Context: an optimization exercise on an open-source flow, tuned for small area and a short achievable clock period. The choices shown serve that exercise and are no tape-out recipe.
In this exercise RTL edits were held to simulation tests only and were not proved equivalent to the original.

==> build 82 <==
## b15
module b15(BE_n, Address, W_R_n, D_C_n, M_IO_n, ADS_n, Datai, Datao, CLOCK, NA_n, BS16_n, READY_n, HOLD, RESET);
clock: 8.0 ns
lec_check: 0
abc_area: 1
cap_margin: 20
core_margin: 2
core_utilization: 40
cts_cluster_diameter: 100
cts_cluster_size: 20
setup_slack_margin: 4.5
slew_margin: 20
run.sh (not shown) runs the stock make flow with config.mk's settings and CLKGATE_MAP_FILE= SYNTH_SCRIPT=/design/flow/synth_recipe.tcl, a recipe that flattens the netlist after the stock synthesis.
==> inputs of build 35, as changes to build 82 <==
--- a/flow/design.v
+++ b/flow/design.v
@@ -23,27 +23,25 @@
 assign Datao = {1'b0, Dout};
 reg [2:0] State;
 reg StateBS16;           
 reg [3:0] ByteEnable;
 reg RequestPending, ReadRequest, MemoryFetch, CodeFetch;
 reg [3:0] State2;
 reg [7:0] Q0, Q1, Q2, Q3, Q4, Q5, Q6, Q7, Q8, Q9, Q10, Q11, Q12, Q13, Q14;
 reg [3:0] Rd, Wr;
-reg [3:0] RdN;           
 reg [31:0] EAX, EBX, rEIP, PAP;
 reg [21:0] IAPhi;
 reg [9:0] IAPlo;
 reg IAPcyP, IAPcyM;      
 reg Jumped;              
 reg [7:0] JOff;          
 reg JShort;              
 reg JFix;                
 reg RdOdd;               
-reg First;               
 reg Flush, More;
 wire inT2P = (State == StateT2P);
 wire [29:0] addrBase = inT2P ? rEIP[30:1] : rEIP[31:2];
 wire addrRound = rEIP[31] & (rEIP[0] | (rEIP[1] & ~inT2P));
 wire [29:0] addrNext;
 b15_incc #(30) u_addr (.a(addrBase), .c(addrRound), .y(addrNext));
 always @(posedge CLOCK, posedge RESET) begin
 	if (RESET) begin
@@ -115,17 +113,17 @@
 		3'b100: ByteEnable <= 4'b0000;
 		3'b101: ByteEnable <= 4'b0001;
 		3'b110: ByteEnable <= 4'b0011;
 		default: ByteEnable <= 4'b0111;
 	endcase
 end
 wire [119:0] qa = {Q14, Q13, Q12, Q11, Q10, Q9, Q8, Q7, Q6, Q5, Q4, Q3, Q2, Q1, Q0};
 wire [39:0] rw;
-b15_win u_win (.qa(qa), .rd(~RdN), .w(rw));
+b15_win u_win (.qa(qa), .rd(Rd), .w(rw));
 wire [7:0] op = rw[7:0];
 wire [7:0] w1 = rw[15:8];
 wire [7:0] w2 = rw[23:16];
 wire [7:0] w3 = rw[31:24];
 wire [7:0] w4 = rw[39:32];
 wire [7:0] d0 = Datai[7:0];
 wire [7:0] b2i, b3i;
 b15_incc #(8) u_b2 (.a(Datai[23:16]), .c(1'b1), .y(b2i));
@@ -213,45 +211,47 @@
 b15_incdec #(22) u_hi (.a(IAPhi), .p(hiP), .m(hiM));
 wire [21:0] hiRes = IAPcyP ? hiP : IAPcyM ? hiM : IAPhi;
 wire [10:0] lok = load5 ? lo5 : adv2 ? lo2 : adv1 ? lo1 : {1'b0, IAPlo};
 wire [11:0] jsum;
 b15_jadd u_jadd (.base(JShort ? lo2 : lo5), .x(JOff), .sx(JShort), .s(jsum));
 wire jcyP = ~jsum[11] & jsum[10];
 wire jcyM = jsum[11];
 wire [1:0] iapLow = Jumped ? jsum[1:0] : IAPlo[1:0];
+wire [30:0] papH1;
 wire [29:0] papH2;
+b15_incc #(31) u_pap1 (.a(PAP[31:1]), .c(1'b1), .y(papH1));
 b15_incc #(30) u_pap2 (.a(PAP[31:2]), .c(1'b1), .y(papH2));
-wire [31:0] papInc = fill4 ? {papH2, PAP[1:0]} : {PAP[1] ? papH2 : PAP[31:2], ~PAP[1], PAP[0]};
+wire [31:0] papInc = fill4 ? {papH2, PAP[1:0]} : {papH1, PAP[0]};
+wire [30:0] papHi = papH1;
+wire papNeg = papH1[30];
+wire [31:0] papAbs = !papNeg ? {papH1, PAP[0]} : PAP[0] ? {~papHi, 1'b1} : {~PAP[31:1], 1'b0};
 wire [31:0] eaxInc, ebxInc, ebxDec;
 b15_incc #(32) u_eaxinc (.a(EAX), .c(1'b1), .y(eaxInc));
 b15_incdec #(32) u_ebx (.a(EBX), .p(ebxInc), .m(ebxDec));
 wire [31:0] ebxAbs = EBX[31] ? ~ebxDec : EBX;
 wire [30:0] eipHi;
 b15_incc #(31) u_eip (.a(rEIP[31:1]), .c(1'b1), .y(eipHi));
 wire [31:0] eipInc = {eipHi, rEIP[0]};
-wire [31:0] eipAbs = !eipHi[30] ? eipInc : rEIP[0] ? {~eipHi, 1'b1} : {~rEIP[31:1], 1'b0};
 wire [7:0] loadHi8;
 b15_incc #(8) u_lh (.a(w4), .c(w3[7]), .y(loadHi8));
 wire [8:0] loadHi = {w4[7] & (&w4[6:0]) & w3[7], loadHi8};
 wire [14:0] eaxHi;
 b15_incc #(15) u_eaxhi (.a(EAX[30:16]), .c(EAX[31] & (|EAX[15:0])), .y(eaxHi));
 wire [31:0] rdp1 = {27'd0, {1'b0, Rd} + 5'd1};
 always @(posedge CLOCK, posedge RESET) begin
 	if (RESET) begin
 		State2 <= Si;
 		Rd <= 4'd0;
-		RdN <= 4'b1111;
 		Wr <= 4'd0;
 		IAPhi <= 22'd0;
 		IAPlo <= 10'd0;
 		IAPcyP <= 1'b0;
 		IAPcyM <= 1'b0;
 		Jumped <= 1'b0;
-		First <= 1'b1;
 		JOff <= 8'd0;
 		JFix <= 1'b0;
 		RdOdd <= 1'b0;
 		JShort <= 1'b0;
 		PAP <= 32'd0;
 		Flush <= 1'b0;
 		More <= 1'b0;
 		Dout <= 31'd0;
@@ -266,17 +266,16 @@
 			Si: begin
 				State2 <= S1;
 			end
 			S1: begin
 				if (!READY_n) State2 <= S2;
 			end
 			S2: begin
 				PAP <= papInc;
-				First <= 1'b0;
 				if (StateBS16) begin
 					Wr <= Wr + 4'd4;
 					State2 <= S5;
 				end else begin
 					Wr <= Wr + 4'd2;
 					State2 <= S3;
 				end
 			end
@@ -285,17 +284,16 @@
 			end
 			S4: begin
 				Wr <= Wr + 4'd2;
 				PAP <= papInc;
 				State2 <= S5;
 			end
 			S5: begin
 				Rd <= rdNext;
-				RdN <= ~rdNext;
 				if (!jump) begin
 					IAPlo <= lok[9:0];
 					IAPcyP <= lok[10];
 				end
 				Flush <= flushNext;
 				More <= moreNext;
 				State2 <= toS7 ? S7 : toS6 ? S6 : S5;
 				if (jump) begin
@@ -332,47 +330,41 @@
 				if (Jumped) begin
 					PAP[9:0] <= jsum[9:0];
 					IAPlo <= jsum[9:0];
 					IAPcyP <= jcyP;
 					IAPcyM <= jcyM;
 				end
 				if (Flush) begin
 					Rd <= iapLow[0] ? (iapLow[1] ? 4'd4 : 4'd2) : 4'd1;
-					RdN <= iapLow[0] ? (iapLow[1] ? 4'b1011 : 4'b1101) : 4'b1110;
 					RdOdd <= iapLow[0];
 					Wr <= 4'd1;
 					State2 <= S9;
 				end else if (Rd >= 4'd13) begin
 					Wr <= 4'd0;
 					State2 <= S8;
 				end else begin
 					State2 <= S9;
 				end
 			end
 			S8: begin
 				if (Rd != 4'd15) begin
 					Rd <= Rd + 4'd1;
-					RdN <= RdN - 4'd1;
 					Wr <= Wr + 4'd1;
 				end else begin
 					Rd <= 4'd0;
-					RdN <= 4'b1111;
 					State2 <= S9;
 				end
 			end
 			S9: begin
 				State2 <= S1;
 				JFix <= 1'b0;
 				RdOdd <= 1'b0;
 				if (JFix) PAP[31:10] <= hiRes;
-				if (RdOdd & hiRes[21]) begin
-					Rd <= Rd ^ 4'b0110;
-					RdN <= RdN ^ 4'b0110;
-				end
+				if (RdOdd & hiRes[21]) Rd <= Rd ^ 4'b0110;
 			end
 			default: ;
 		endcase
 	end
 end
 always @(posedge CLOCK) begin
 	case (State2)
 		Si: begin
@@ -384,17 +376,17 @@
 		S1: begin
 			RequestPending <= 1'b1;
 			ReadRequest <= 1'b1;
 			MemoryFetch <= 1'b1;
 			CodeFetch <= 1'b1;
 		end
 		S2: begin
 			RequestPending <= 1'b0;
-			if (!StateBS16) rEIP <= First ? 32'd2 : eipAbs;
+			if (!StateBS16) rEIP <= papAbs;
 		end
 		S3: RequestPending <= 1'b1;
 		S4: RequestPending <= 1'b0;
 		S5: begin
 			if (isIO & enough) begin
 				if (is8B) begin
 					rEIP <= (!READY_n && !StateBS16) ? eipInc : ebxAbs;
 					RequestPending <= READY_n;
==> inputs of build 43, as changes to build 82 <==
--- a/flow/design.v
+++ b/flow/design.v
@@ -23,27 +23,21 @@
 assign Datao = {1'b0, Dout};
 reg [2:0] State;
 reg StateBS16;           
 reg [3:0] ByteEnable;
 reg RequestPending, ReadRequest, MemoryFetch, CodeFetch;
 reg [3:0] State2;
 reg [7:0] Q0, Q1, Q2, Q3, Q4, Q5, Q6, Q7, Q8, Q9, Q10, Q11, Q12, Q13, Q14;
 reg [3:0] Rd, Wr;
-reg [3:0] RdN;           
 reg [31:0] EAX, EBX, rEIP, PAP;
 reg [21:0] IAPhi;
 reg [9:0] IAPlo;
 reg IAPcyP, IAPcyM;      
 reg Jumped;              
-reg [7:0] JOff;          
-reg JShort;              
-reg JFix;                
-reg RdOdd;               
-reg First;               
 reg Flush, More;
 wire inT2P = (State == StateT2P);
 wire [29:0] addrBase = inT2P ? rEIP[30:1] : rEIP[31:2];
 wire addrRound = rEIP[31] & (rEIP[0] | (rEIP[1] & ~inT2P));
 wire [29:0] addrNext;
 b15_incc #(30) u_addr (.a(addrBase), .c(addrRound), .y(addrNext));
 always @(posedge CLOCK, posedge RESET) begin
 	if (RESET) begin
@@ -115,17 +109,17 @@
 		3'b100: ByteEnable <= 4'b0000;
 		3'b101: ByteEnable <= 4'b0001;
 		3'b110: ByteEnable <= 4'b0011;
 		default: ByteEnable <= 4'b0111;
 	endcase
 end
 wire [119:0] qa = {Q14, Q13, Q12, Q11, Q10, Q9, Q8, Q7, Q6, Q5, Q4, Q3, Q2, Q1, Q0};
 wire [39:0] rw;
-b15_win u_win (.qa(qa), .rd(~RdN), .w(rw));
+b15_win u_win (.qa(qa), .rd(Rd), .w(rw));
 wire [7:0] op = rw[7:0];
 wire [7:0] w1 = rw[15:8];
 wire [7:0] w2 = rw[23:16];
 wire [7:0] w3 = rw[31:24];
 wire [7:0] w4 = rw[39:32];
 wire [7:0] d0 = Datai[7:0];
 wire [7:0] b2i, b3i;
 b15_incc #(8) u_b2 (.a(Datai[23:16]), .c(1'b1), .y(b2i));
@@ -204,79 +198,79 @@
 wire stop0 = !(Rd < Wr) || (Rd >= 4'd12);
 wire stop1 = !(rdP1 < Wr) || (rdP1 >= 4'd12);
 wire stop2 = !(rdP2 < Wr) || (rdP2 >= 4'd12);
 wire stop5 = !(rdP5 < Wr) || (rdP5 >= 4'd12);
 wire toS7 = (load5 ? stop5 : adv2 ? stop2 : adv1 ? stop1 : stop0) || flushNext || moreNext;
 wire toS6 = is89 & enough & inT1 & !READY_n & !StateBS16;
 wire [10:0] lo1, lo2, lo5;
 b15_lok u_lok (.a(IAPlo), .p1(lo1), .p2(lo2), .p5(lo5));
+wire [11:0] jsum2, jsum5;
+b15_jadd u_jadd2 (.base(lo2), .x(w1), .sx(1'b1), .s(jsum2));
+b15_jadd u_jadd5 (.base(lo5), .x(w1), .sx(1'b0), .s(jsum5));
 wire [21:0] hiP, hiM;
 b15_incdec #(22) u_hi (.a(IAPhi), .p(hiP), .m(hiM));
 wire [21:0] hiRes = IAPcyP ? hiP : IAPcyM ? hiM : IAPhi;
 wire [10:0] lok = load5 ? lo5 : adv2 ? lo2 : adv1 ? lo1 : {1'b0, IAPlo};
-wire [11:0] jsum;
-b15_jadd u_jadd (.base(JShort ? lo2 : lo5), .x(JOff), .sx(JShort), .s(jsum));
-wire jcyP = ~jsum[11] & jsum[10];
-wire jcyM = jsum[11];
-wire [1:0] iapLow = Jumped ? jsum[1:0] : IAPlo[1:0];
-wire [29:0] papH2;
-b15_incc #(30) u_pap2 (.a(PAP[31:2]), .c(1'b1), .y(papH2));
-wire [31:0] papInc = fill4 ? {papH2, PAP[1:0]} : {PAP[1] ? papH2 : PAP[31:2], ~PAP[1], PAP[0]};
+wire [9:0] jlo = op[1] ? jsum2[9:0] : jsum5[9:0];
+wire jcyP = op[1] ? (~jsum2[11] & jsum2[10]) : jsum5[10];
+wire jcyM = op[1] & jsum2[11];
+wire [9:0] loNext = jump ? jlo : lok[9:0];
+wire cyPNext = jump ? jcyP : lok[10];
+wire cyMNext = jump & jcyM;
+wire iapSign = hiRes[21];
+wire [30:0] papHi;
+b15_add2 #(31) u_pap (.a(PAP[31:1]), .b({fill4, ~fill4}), .y(papHi));
+wire [31:0] papInc = {papHi, PAP[0]};
+wire papNeg = papHi[30];
+wire [31:0] papAbs = !papNeg ? papInc : PAP[0] ? {~papHi, 1'b1} : {~PAP[31:1], 1'b0};
 wire [31:0] eaxInc, ebxInc, ebxDec;
 b15_incc #(32) u_eaxinc (.a(EAX), .c(1'b1), .y(eaxInc));
 b15_incdec #(32) u_ebx (.a(EBX), .p(ebxInc), .m(ebxDec));
 wire [31:0] ebxAbs = EBX[31] ? ~ebxDec : EBX;
 wire [30:0] eipHi;
 b15_incc #(31) u_eip (.a(rEIP[31:1]), .c(1'b1), .y(eipHi));
 wire [31:0] eipInc = {eipHi, rEIP[0]};
-wire [31:0] eipAbs = !eipHi[30] ? eipInc : rEIP[0] ? {~eipHi, 1'b1} : {~rEIP[31:1], 1'b0};
 wire [7:0] loadHi8;
 b15_incc #(8) u_lh (.a(w4), .c(w3[7]), .y(loadHi8));
 wire [8:0] loadHi = {w4[7] & (&w4[6:0]) & w3[7], loadHi8};
 wire [14:0] eaxHi;
 b15_incc #(15) u_eaxhi (.a(EAX[30:16]), .c(EAX[31] & (|EAX[15:0])), .y(eaxHi));
 wire [31:0] rdp1 = {27'd0, {1'b0, Rd} + 5'd1};
 always @(posedge CLOCK, posedge RESET) begin
 	if (RESET) begin
 		State2 <= Si;
 		Rd <= 4'd0;
-		RdN <= 4'b1111;
 		Wr <= 4'd0;
 		IAPhi <= 22'd0;
 		IAPlo <= 10'd0;
 		IAPcyP <= 1'b0;
 		IAPcyM <= 1'b0;
 		Jumped <= 1'b0;
-		First <= 1'b1;
-		JOff <= 8'd0;
-		JFix <= 1'b0;
-		RdOdd <= 1'b0;
-		JShort <= 1'b0;
 		PAP <= 32'd0;
 		Flush <= 1'b0;
 		More <= 1'b0;
 		Dout <= 31'd0;
 		EAX <= 32'd0;
 		EBX <= 32'd0;
 	end else begin
 		IAPhi <= hiRes;
 		IAPcyP <= 1'b0;
 		IAPcyM <= 1'b0;
 		Jumped <= 1'b0;
+		if (Jumped) PAP[31:10] <= hiRes;
 		case (State2)
 			Si: begin
 				State2 <= S1;
 			end
 			S1: begin
 				if (!READY_n) State2 <= S2;
 			end
 			S2: begin
 				PAP <= papInc;
-				First <= 1'b0;
 				if (StateBS16) begin
 					Wr <= Wr + 4'd4;
 					State2 <= S5;
 				end else begin
 					Wr <= Wr + 4'd2;
 					State2 <= S3;
 				end
 			end
@@ -285,27 +279,24 @@
 			end
 			S4: begin
 				Wr <= Wr + 4'd2;
 				PAP <= papInc;
 				State2 <= S5;
 			end
 			S5: begin
 				Rd <= rdNext;
-				RdN <= ~rdNext;
-				if (!jump) begin
-					IAPlo <= lok[9:0];
-					IAPcyP <= lok[10];
-				end
+				IAPlo <= loNext;
+				IAPcyP <= cyPNext;
+				IAPcyM <= cyMNext;
 				Flush <= flushNext;
 				More <= moreNext;
 				State2 <= toS7 ? S7 : toS6 ? S6 : S5;
 				if (jump) begin
-					JOff <= w1;
-					JShort <= op[1];
+					PAP[9:0] <= jlo;
 					Jumped <= 1'b1;
 				end
 				if (load5 & isB8) EAX <= {loadHi, w3[6:0], w2, w1};
 				if (load5 & isBB) EBX <= {loadHi, w3[6:0], w2, Q0};
 				if (is40) EAX <= eaxInc;
 				if (is43) EBX <= ebxInc;
 				if (isIO & enough) begin
 					if (is8B) begin
@@ -323,56 +314,38 @@
 				end
 			end
 			S6: begin
 				if (!READY_n) begin
 					State2 <= S5;
 				end
 			end
 			S7: begin
-				JFix <= Jumped;
-				if (Jumped) begin
-					PAP[9:0] <= jsum[9:0];
-					IAPlo <= jsum[9:0];
-					IAPcyP <= jcyP;
-					IAPcyM <= jcyM;
-				end
 				if (Flush) begin
-					Rd <= iapLow[0] ? (iapLow[1] ? 4'd4 : 4'd2) : 4'd1;
-					RdN <= iapLow[0] ? (iapLow[1] ? 4'b1011 : 4'b1101) : 4'b1110;
-					RdOdd <= iapLow[0];
+					Rd <= IAPlo[0] ? ((IAPlo[1] ^ iapSign) ? 4'd4 : 4'd2) : 4'd1;
 					Wr <= 4'd1;
 					State2 <= S9;
 				end else if (Rd >= 4'd13) begin
 					Wr <= 4'd0;
 					State2 <= S8;
 				end else begin
 					State2 <= S9;
 				end
 			end
 			S8: begin
 				if (Rd != 4'd15) begin
 					Rd <= Rd + 4'd1;
-					RdN <= RdN - 4'd1;
 					Wr <= Wr + 4'd1;
 				end else begin
 					Rd <= 4'd0;
-					RdN <= 4'b1111;
 					State2 <= S9;
 				end
 			end
 			S9: begin
 				State2 <= S1;
-				JFix <= 1'b0;
-				RdOdd <= 1'b0;
-				if (JFix) PAP[31:10] <= hiRes;
-				if (RdOdd & hiRes[21]) begin
-					Rd <= Rd ^ 4'b0110;
-					RdN <= RdN ^ 4'b0110;
-				end
 			end
 			default: ;
 		endcase
 	end
 end
 always @(posedge CLOCK) begin
 	case (State2)
 		Si: begin
@@ -384,17 +357,17 @@
 		S1: begin
 			RequestPending <= 1'b1;
 			ReadRequest <= 1'b1;
 			MemoryFetch <= 1'b1;
 			CodeFetch <= 1'b1;
 		end
 		S2: begin
 			RequestPending <= 1'b0;
-			if (!StateBS16) rEIP <= First ? 32'd2 : eipAbs;
+			if (!StateBS16) rEIP <= papAbs;
 		end
 		S3: RequestPending <= 1'b1;
 		S4: RequestPending <= 1'b0;
 		S5: begin
 			if (isIO & enough) begin
 				if (is8B) begin
 					rEIP <= (!READY_n && !StateBS16) ? eipInc : ebxAbs;
 					RequestPending <= READY_n;
@@ -421,17 +394,17 @@
 					RequestPending <= 1'b0;
 					ReadRequest <= 1'b0;
 					MemoryFetch <= 1'b0;
 					CodeFetch <= 1'b0;
 				end
 			end
 		end
 		S6: if (!READY_n) RequestPending <= 1'b0;
-		S9: rEIP <= JFix ? {hiRes, PAP[9:0]} : PAP;
+		S9: rEIP <= PAP;
 		default: ;
 	endcase
 end
 endmodule
 module b15_incc #(parameter W = 8) (input [W-1:0] a, input c, output [W-1:0] y);
 	assign y = a + {{(W-1){1'b0}}, c};
 endmodule
 module b15_add2 #(parameter W = 8) (input [W-1:0] a, input [1:0] b, output [W-1:0] y);
Settings changed: CTS_CLUSTER_DIAMETER 100 to not set, CTS_CLUSTER_SIZE 20 to not set, SETUP_SLACK_MARGIN 4.5 to 4.0.
==> results.toml <==
[floorplanning]
die_y_um = 278
tap_cells = 969

[global_routing]
use_met3 = 0.0363

[routing]
met2_length_um = 54600

[final_layout]
inv_count = 460
clk_share = 0.0264

[power]
maxPowerGroup = "sequential cells"
p_sw_frac = 0.281
power.internal_mw = 3.14

[status]
outcome = "no timing/DRC/antenna violations"
Source of the figures above: build 82

==> results.toml <==
[final_layout]
inv_count = 444
clk_share = 0.0476

[floorplanning]
tap_cells = 950
die_y_um = 274

[status]
outcome = "no timing/DRC/antenna violations"

[routing]
met2_length_um = 50500

[power]
maxPowerGroup = "combinational logic"
p_sw_frac = 0.528
Source of the figures above: build 43

==> results.toml <==
[status]
outcome = "no timing/DRC/antenna violations"

[power]
p_sw_frac = 0.540
maxPowerGroup = "combinational logic"
power.internal_mw = 6.35

[final_layout]
inv_count = 451
clk_share = 0.0250

[floorplanning]
tap_cells = 969
Source of the figures above: build 35

==> afterwards: timing with drivers on the ports <==
The results above use ideal ports. As a check the final layouts listed here were re-extracted and re-timed, cells and wires unchanged.
Step 1: set_driving_cell puts a clkbuf_16 on CLOCK and a buf_2 on each other input, an assumption about the parent block.
Step 2 also shifts input and output timing later by t, the mid clock arrival at the registers, as if the neighbouring blocks saw the same clock.
Slacks: ideal ports / drivers / drivers and shift; pairs: ideal ports / drivers.
run	t, ns	setup WS [ns]	hold slack, ns
build 82	0.682	4.374 / 4.374 / 3.818	0.433 / 0.433 / 0.433
build 35	0.682	4.576 / 4.576 / 3.938	0.428 / 0.428 / 0.428
build 43	0.666	4.116 / 4.116 / 3.563	0.429 / 0.429 / 0.429
After both steps setup and hold are still met in every run listed. For build 35, which loses most, drivers alone change the setup slack by 0.000 ns; drivers and shift together by -0.638 ns.
